This design comes from an exercise in tuning for small area and a short achievable clock period on the open sky130 flow, not from production work.

## rev 12
==> flow/design.v <==
`timescale 1ns / 1ps
module Cordic_Machine(clock_pulse, reset, x_input, y_input, z_input, x_output, y_output, z_output, flag);
	input clock_pulse;
	input reset;  
	input signed [24:0] x_input;
	input signed [24:0] y_input;
	input signed [24:0] z_input;
	output signed [24:0] x_output;
	output signed [24:0] y_output;
	output signed [24:0] z_output;
	output flag;
	reg signed [24:0] x, y, z;
	reg [4:0] k;
	reg [4:0] kx0, kx1, ky0, ky1;
	reg load;  
	wire [24:0] atan =
		(k == 5'd0) ? 25'b000_0010000000000000000000 :
		(k == 5'd1) ? 25'b000_0001001011100100000000 :
		(k == 5'd2) ? 25'b000_0000100111111011001110 :
		(k == 5'd3) ? 25'b000_0000010100010001000100 :
		(k == 5'd4) ? 25'b000_0000001010001011000011 :
		(k == 5'd5) ? 25'b000_0000000101000101110101 :
		(k == 5'd6) ? 25'b000_0000000010100010111101 :
		(k == 5'd7) ? 25'b000_0000000001010001011111 :
		(k == 5'd8) ? 25'b000_0000000000101000101111 :
		(k == 5'd9) ? 25'b000_0000000000010100010111 :
		(k == 5'd10) ? 25'b000_0000000000001010001011 :
		(k == 5'd11) ? 25'b000_0000000000000101000101 :
		(k == 5'd12) ? 25'b000_0000000000000010100010 :
		(k == 5'd13) ? 25'b000_0000000000000001010001 :
		(k == 5'd14) ? 25'b000_0000000000000000101000 :
		(k == 5'd15) ? 25'b000_0000000000000000010100 :
		(k == 5'd16) ? 25'b000_0000000000000000001010 :
		(k == 5'd17) ? 25'b000_0000000000000000000101 :
		(k == 5'd18) ? 25'b000_0000000000000000000010 :
		(k == 5'd19) ? 25'b000_0000000000000000000001 :
		25'b0;
	wire neg = z[24];
	wire [24:0] mx = {25{neg}};    
	wire [24:0] my = {25{~neg}};   
	wire [24:0] xi = x ^ mx;
	wire [24:0] yi = y ^ my;
	wire fx = mx[0] ^ (x[24] & ~load);
	wire fy = my[0] ^ (y[24] & ~load);
	wire [25:0] xsh, ysh;
	rshift26 shx (.v({fx, xi}), .k0(kx0), .k1(kx1), .o(xsh));
	rshift26 shy (.v({fy, yi}), .k0(ky0), .k1(ky1), .o(ysh));
	wire [24:0] xa = load ? x_input : x;
	wire [24:0] ya = load ? y_input : y;
	wire [24:0] za = load ? z_input : z;
	wire [24:0] xn, yn, zn;
	bk_add25 ax (.a(xa), .b(ysh[24:0]), .ci(~neg), .s(xn));
	bk_add25 ay (.a(ya), .b(xsh[24:0]), .ci(neg), .s(yn));
	bk_add25 az (.a(za), .b(atan ^ {25{~neg}}), .ci(~neg), .s(zn));
	always @(posedge clock_pulse) begin
		if (reset) begin
			k <= 5'd31;
			kx0 <= 5'd31;
			kx1 <= 5'd31;
			ky0 <= 5'd31;
			ky1 <= 5'd31;
			load <= 1'b1;
		end else begin
			k <= (k == 5'd20) ? 5'd31 : k + 5'd1;
			kx0 <= (kx0 == 5'd20) ? 5'd31 : kx0 + 5'd1;
			kx1 <= (kx1 == 5'd20) ? 5'd31 : kx1 + 5'd1;
			ky0 <= (ky0 == 5'd20) ? 5'd31 : ky0 + 5'd1;
			ky1 <= (ky1 == 5'd20) ? 5'd31 : ky1 + 5'd1;
			load <= (k == 5'd20);
		end
		x <= xn;
		y <= yn;
		z <= zn;
	end
	assign flag = (k == 5'd20);
	assign x_output = x;
	assign y_output = y;
	assign z_output = z;
endmodule
module bk_add25(a, b, ci, s);
	input [24:0] a, b;
	input ci;
	output [24:0] s;
	wire [25:0] g0 = {a & b, ci};
	wire [25:0] p0 = {a ^ b, 1'b0};
	wire g_0_1 = g0[1] | (p0[1] & g0[0]);
	wire p_0_1 = p0[1] & p0[0];
	wire g_0_3 = g0[3] | (p0[3] & g0[2]);
	wire p_0_3 = p0[3] & p0[2];
	wire g_0_5 = g0[5] | (p0[5] & g0[4]);
	wire p_0_5 = p0[5] & p0[4];
	wire g_0_7 = g0[7] | (p0[7] & g0[6]);
	wire p_0_7 = p0[7] & p0[6];
	wire g_0_9 = g0[9] | (p0[9] & g0[8]);
	wire p_0_9 = p0[9] & p0[8];
	wire g_0_11 = g0[11] | (p0[11] & g0[10]);
	wire p_0_11 = p0[11] & p0[10];
	wire g_0_13 = g0[13] | (p0[13] & g0[12]);
	wire p_0_13 = p0[13] & p0[12];
	wire g_0_15 = g0[15] | (p0[15] & g0[14]);
	wire p_0_15 = p0[15] & p0[14];
	wire g_0_17 = g0[17] | (p0[17] & g0[16]);
	wire p_0_17 = p0[17] & p0[16];
	wire g_0_19 = g0[19] | (p0[19] & g0[18]);
	wire p_0_19 = p0[19] & p0[18];
	wire g_0_21 = g0[21] | (p0[21] & g0[20]);
	wire p_0_21 = p0[21] & p0[20];
	wire g_0_23 = g0[23] | (p0[23] & g0[22]);
	wire p_0_23 = p0[23] & p0[22];
	wire g_0_25 = g0[25] | (p0[25] & g0[24]);
	wire p_0_25 = p0[25] & p0[24];
	wire g_1_2 = g0[2] | (p0[2] & g_0_1);
	wire p_1_2 = p0[2] & p_0_1;
	wire g_1_3 = g_0_3 | (p_0_3 & g_0_1);
	wire p_1_3 = p_0_3 & p_0_1;
	wire g_1_6 = g0[6] | (p0[6] & g_0_5);
	wire p_1_6 = p0[6] & p_0_5;
	wire g_1_7 = g_0_7 | (p_0_7 & g_0_5);
	wire p_1_7 = p_0_7 & p_0_5;
	wire g_1_10 = g0[10] | (p0[10] & g_0_9);
	wire p_1_10 = p0[10] & p_0_9;
	wire g_1_11 = g_0_11 | (p_0_11 & g_0_9);
	wire p_1_11 = p_0_11 & p_0_9;
	wire g_1_14 = g0[14] | (p0[14] & g_0_13);
	wire p_1_14 = p0[14] & p_0_13;
	wire g_1_15 = g_0_15 | (p_0_15 & g_0_13);
	wire p_1_15 = p_0_15 & p_0_13;
	wire g_1_18 = g0[18] | (p0[18] & g_0_17);
	wire p_1_18 = p0[18] & p_0_17;
	wire g_1_19 = g_0_19 | (p_0_19 & g_0_17);
	wire p_1_19 = p_0_19 & p_0_17;
	wire g_1_22 = g0[22] | (p0[22] & g_0_21);
	wire p_1_22 = p0[22] & p_0_21;
	wire g_1_23 = g_0_23 | (p_0_23 & g_0_21);
	wire p_1_23 = p_0_23 & p_0_21;
	wire g_2_4 = g0[4] | (p0[4] & g_1_3);
	wire p_2_4 = p0[4] & p_1_3;
	wire g_2_5 = g_0_5 | (p_0_5 & g_1_3);
	wire p_2_5 = p_0_5 & p_1_3;
	wire g_2_6 = g_1_6 | (p_1_6 & g_1_3);
	wire p_2_6 = p_1_6 & p_1_3;
	wire g_2_7 = g_1_7 | (p_1_7 & g_1_3);
	wire p_2_7 = p_1_7 & p_1_3;
	wire g_2_12 = g0[12] | (p0[12] & g_1_11);
	wire p_2_12 = p0[12] & p_1_11;
	wire g_2_13 = g_0_13 | (p_0_13 & g_1_11);
	wire p_2_13 = p_0_13 & p_1_11;
	wire g_2_14 = g_1_14 | (p_1_14 & g_1_11);
	wire p_2_14 = p_1_14 & p_1_11;
	wire g_2_15 = g_1_15 | (p_1_15 & g_1_11);
	wire p_2_15 = p_1_15 & p_1_11;
	wire g_2_20 = g0[20] | (p0[20] & g_1_19);
	wire p_2_20 = p0[20] & p_1_19;
	wire g_2_21 = g_0_21 | (p_0_21 & g_1_19);
	wire p_2_21 = p_0_21 & p_1_19;
	wire g_2_22 = g_1_22 | (p_1_22 & g_1_19);
	wire p_2_22 = p_1_22 & p_1_19;
	wire g_2_23 = g_1_23 | (p_1_23 & g_1_19);
	wire p_2_23 = p_1_23 & p_1_19;
	wire g_3_8 = g0[8] | (p0[8] & g_2_7);
	wire p_3_8 = p0[8] & p_2_7;
	wire g_3_9 = g_0_9 | (p_0_9 & g_2_7);
	wire p_3_9 = p_0_9 & p_2_7;
	wire g_3_10 = g_1_10 | (p_1_10 & g_2_7);
	wire p_3_10 = p_1_10 & p_2_7;
	wire g_3_11 = g_1_11 | (p_1_11 & g_2_7);
	wire p_3_11 = p_1_11 & p_2_7;
	wire g_3_12 = g_2_12 | (p_2_12 & g_2_7);
	wire p_3_12 = p_2_12 & p_2_7;
	wire g_3_13 = g_2_13 | (p_2_13 & g_2_7);
	wire p_3_13 = p_2_13 & p_2_7;
	wire g_3_14 = g_2_14 | (p_2_14 & g_2_7);
	wire p_3_14 = p_2_14 & p_2_7;
	wire g_3_15 = g_2_15 | (p_2_15 & g_2_7);
	wire p_3_15 = p_2_15 & p_2_7;
	wire g_3_24 = g0[24] | (p0[24] & g_2_23);
	wire p_3_24 = p0[24] & p_2_23;
	wire g_3_25 = g_0_25 | (p_0_25 & g_2_23);
	wire p_3_25 = p_0_25 & p_2_23;
	wire g_4_16 = g0[16] | (p0[16] & g_3_15);
	wire p_4_16 = p0[16] & p_3_15;
	wire g_4_17 = g_0_17 | (p_0_17 & g_3_15);
	wire p_4_17 = p_0_17 & p_3_15;
	wire g_4_18 = g_1_18 | (p_1_18 & g_3_15);
	wire p_4_18 = p_1_18 & p_3_15;
	wire g_4_19 = g_1_19 | (p_1_19 & g_3_15);
	wire p_4_19 = p_1_19 & p_3_15;
	wire g_4_20 = g_2_20 | (p_2_20 & g_3_15);
	wire p_4_20 = p_2_20 & p_3_15;
	wire g_4_21 = g_2_21 | (p_2_21 & g_3_15);
	wire p_4_21 = p_2_21 & p_3_15;
	wire g_4_22 = g_2_22 | (p_2_22 & g_3_15);
	wire p_4_22 = p_2_22 & p_3_15;
	wire g_4_23 = g_2_23 | (p_2_23 & g_3_15);
	wire p_4_23 = p_2_23 & p_3_15;
	wire g_4_24 = g_3_24 | (p_3_24 & g_3_15);
	wire p_4_24 = p_3_24 & p_3_15;
	wire g_4_25 = g_3_25 | (p_3_25 & g_3_15);
	wire p_4_25 = p_3_25 & p_3_15;
	assign s = p0[25:1] ^ {g_4_24, g_4_23, g_4_22, g_4_21, g_4_20, g_4_19, g_4_18, g_4_17, g_4_16, g_3_15, g_3_14, g_3_13, g_3_12, g_3_11, g_3_10, g_3_9, g_3_8, g_2_7, g_2_6, g_2_5, g_2_4, g_1_3, g_1_2, g_0_1, g0[0]};
endmodule
module rshift26(v, k0, k1, o);
	input [25:0] v;
	input [4:0] k0, k1;
	output [25:0] o;
	wire [25:0] s [0:5];
	assign s[0] = v;
	genvar t, j;
	generate
		for (t = 0; t < 5; t = t + 1) begin : stage
			for (j = 0; j < 26; j = j + 1) begin : b
				wire sel = (j < 13) ? k0[t] : k1[t];
				assign s[t+1][j] = sel ? s[t][(j + (1 << t) > 25) ? 25 : j + (1 << t)] : s[t][j];
			end
		end
	endgenerate
	assign o = s[5];
endmodule
==> flow/config.mk <==
export PLATFORM = sky130hd
export DESIGN_NAME = Cordic_Machine
export DESIGN_NICKNAME = Cordic_Machine
export VERILOG_FILES = /design/flow/design.v
export SDC_FILE = /design/flow/constraint.sdc
export NUM_CORES = 4
export LEC_CHECK = 0
export CAP_MARGIN = 20
export CORE_MARGIN = 2
export CORE_UTILIZATION = 40
export SETUP_SLACK_MARGIN = 1.5
export SLEW_MARGIN = 20
==> flow/constraint.sdc <==
create_clock -name core_clock -period 6.0 [get_ports {clock_pulse}]
set_input_delay 1.2000 -clock core_clock [delete_from_list [all_inputs] [get_ports {clock_pulse}]]
set_output_delay 1.2000 -clock core_clock [all_outputs]
set_load 0.01 [all_outputs]
standard.sh (not shown) runs the stock make flow with config.mk's settings and CLKGATE_MAP_FILE= SYNTH_SCRIPT=/design/flow/synth_recipe.tcl, a recipe that flattens the netlist after the stock synthesis.
==> flow/flow/run.sh <==
#!/bin/bash
# Standard layout, with the port buffers made of the smallest buffer cell.
export BUFFER_PORTS_ARGS="-buffer_cell sky130_fd_sc_hd__buf_1"

bash standard.sh > standard.log 2>&1
For rev 13, these inputs were changed with respect to rev 12:
--- a/flow/design.v
+++ b/flow/design.v
@@ -9,11 +9,12 @@
 	output signed [24:0] y_output;
 	output signed [24:0] z_output;
 	output flag;
 	reg signed [24:0] x, y, z;
 	reg [4:0] k;
-	reg [4:0] kx0, kx1, ky0, ky1;
+	reg [4:0] kx, kyn;
+	wire [4:0] ky = ~kyn;
 	reg load;  
 	wire [24:0] atan =
 		(k == 5'd0) ? 25'b000_0010000000000000000000 :
 		(k == 5'd1) ? 25'b000_0001001011100100000000 :
 		(k == 5'd2) ? 25'b000_0000100111111011001110 :
@@ -34,40 +35,40 @@
 		(k == 5'd17) ? 25'b000_0000000000000000000101 :
 		(k == 5'd18) ? 25'b000_0000000000000000000010 :
 		(k == 5'd19) ? 25'b000_0000000000000000000001 :
 		25'b0;
 	wire neg = z[24];
-	wire [24:0] mx = {25{neg}};    
-	wire [24:0] my = {25{~neg}};   
-	wire [24:0] xi = x ^ mx;
-	wire [24:0] yi = y ^ my;
-	wire fx = mx[0] ^ (x[24] & ~load);
-	wire fy = my[0] ^ (y[24] & ~load);
-	wire [25:0] xsh, ysh;
-	rshift26 shx (.v({fx, xi}), .k0(kx0), .k1(kx1), .o(xsh));
-	rshift26 shy (.v({fy, yi}), .k0(ky0), .k1(ky1), .o(ysh));
+	reg cx, cy;                    
+	wire [24:0] xi = x ^ {25{cx}};
+	wire [24:0] yi = y ^ {25{cy}};
+	wire fx = cx ^ (x[24] & ~load);
+	wire fy = cy ^ (y[24] & ~load);
+	wire signed [25:0] xe = {fx, xi};
+	wire signed [25:0] ye = {fy, yi};
+	wire signed [25:0] xsh = xe >>> kx;
+	wire signed [25:0] ysh = ye >>> ky;
 	wire [24:0] xa = load ? x_input : x;
 	wire [24:0] ya = load ? y_input : y;
 	wire [24:0] za = load ? z_input : z;
 	wire [24:0] xn, yn, zn;
-	bk_add25 ax (.a(xa), .b(ysh[24:0]), .ci(~neg), .s(xn));
-	bk_add25 ay (.a(ya), .b(xsh[24:0]), .ci(neg), .s(yn));
+	bk_add25 ax (.a(xa), .b(ysh[24:0]), .ci(cy), .s(xn));
+	bk_add25 ay (.a(ya), .b(xsh[24:0]), .ci(cx), .s(yn));
 	bk_add25 az (.a(za), .b(atan ^ {25{~neg}}), .ci(~neg), .s(zn));
 	always @(posedge clock_pulse) begin
 		if (reset) begin
 			k <= 5'd31;
-			kx0 <= 5'd31;
-			kx1 <= 5'd31;
-			ky0 <= 5'd31;
-			ky1 <= 5'd31;
+			kx <= 5'd31;
+			kyn <= 5'd0;
 			load <= 1'b1;
+			cx <= 1'b0;
+			cy <= 1'b0;
 		end else begin
+			cx <= zn[24] & (k != 5'd20);
+			cy <= ~zn[24] & (k != 5'd20);
 			k <= (k == 5'd20) ? 5'd31 : k + 5'd1;
-			kx0 <= (kx0 == 5'd20) ? 5'd31 : kx0 + 5'd1;
-			kx1 <= (kx1 == 5'd20) ? 5'd31 : kx1 + 5'd1;
-			ky0 <= (ky0 == 5'd20) ? 5'd31 : ky0 + 5'd1;
-			ky1 <= (ky1 == 5'd20) ? 5'd31 : ky1 + 5'd1;
+			kx <= (kx == 5'd20) ? 5'd31 : kx + 5'd1;
+			kyn <= (kyn == 5'd11) ? 5'd0 : kyn - 5'd1;
 			load <= (k == 5'd20);
 		end
 		x <= xn;
 		y <= yn;
 		z <= zn;
@@ -197,22 +198,5 @@
 	wire p_4_24 = p_3_24 & p_3_15;
 	wire g_4_25 = g_3_25 | (p_3_25 & g_3_15);
 	wire p_4_25 = p_3_25 & p_3_15;
 	assign s = p0[25:1] ^ {g_4_24, g_4_23, g_4_22, g_4_21, g_4_20, g_4_19, g_4_18, g_4_17, g_4_16, g_3_15, g_3_14, g_3_13, g_3_12, g_3_11, g_3_10, g_3_9, g_3_8, g_2_7, g_2_6, g_2_5, g_2_4, g_1_3, g_1_2, g_0_1, g0[0]};
 endmodule
-module rshift26(v, k0, k1, o);
-	input [25:0] v;
-	input [4:0] k0, k1;
-	output [25:0] o;
-	wire [25:0] s [0:5];
-	assign s[0] = v;
-	genvar t, j;
-	generate
-		for (t = 0; t < 5; t = t + 1) begin : stage
-			for (j = 0; j < 26; j = j + 1) begin : b
-				wire sel = (j < 13) ? k0[t] : k1[t];
-				assign s[t+1][j] = sel ? s[t][(j + (1 << t) > 25) ? 25 : j + (1 << t)] : s[t][j];
-			end
-		end
-	endgenerate
-	assign o = s[5];
-endmodule
==> run notes <==
- [compare] base=rev 12 new=rev 13: multi-input combinational area share now sits higher, count of cell instances traversed by the critical path now sits higher.
- Of rev 13 and rev 12, the higher final critical path time including I/O delays and setup belongs to rev 13.
- Compared with rev 12, in rev 13 number of ordinary and repair buffers in the finished layout now sits higher, detail-routed net length per standard cell +about 2%, area fraction of clock buffers and clock inverters neither gained nor lost much.
- Going from rev 12 to rev 13, sequential share of layout area decreased 1.1 points, xor and xnor fraction of the mapped netlist area went down by 1.1 points, share of the clock period used by the worst path picked up an extra 0.37 points.
- On sequential-to-total area share from yosys stat: rev 13 sits below rev 12.
- On gate count of the mapped netlist: between rev 13 and rev 12, it ends up higher for rev 12.
- Compared rev 13 against rev 12; total global routing track utilization within noise.
No run of this note included a check of the RTL's function; only the layout flow was run.

==> re-timing with driven ports <==
The results above use ideal ports. As a check the final layouts listed here were re-extracted and re-timed, cells and wires unchanged. Step 1 sets driving cells, clkbuf_16 on the clock port and buf_2 on the other inputs (assumed; they add their load-dependent delay and slew). Step 2 also shifts input and output timing later by t, the mid clock arrival at the registers, as if the neighbouring blocks saw the same clock. Slacks: no drivers / after step 1 / after step 2; pairs: no drivers / after step 1.
run	t (ns)	slack for setup (ns)	hold slack, ns
rev 12	0.416	1.787 / 1.787 / 1.787	0.465 / 0.465 / 0.465
rev 13	0.414	1.765 / 1.765 / 1.765	0.474 / 0.474 / 0.474
After both steps every run listed still meets setup and hold.
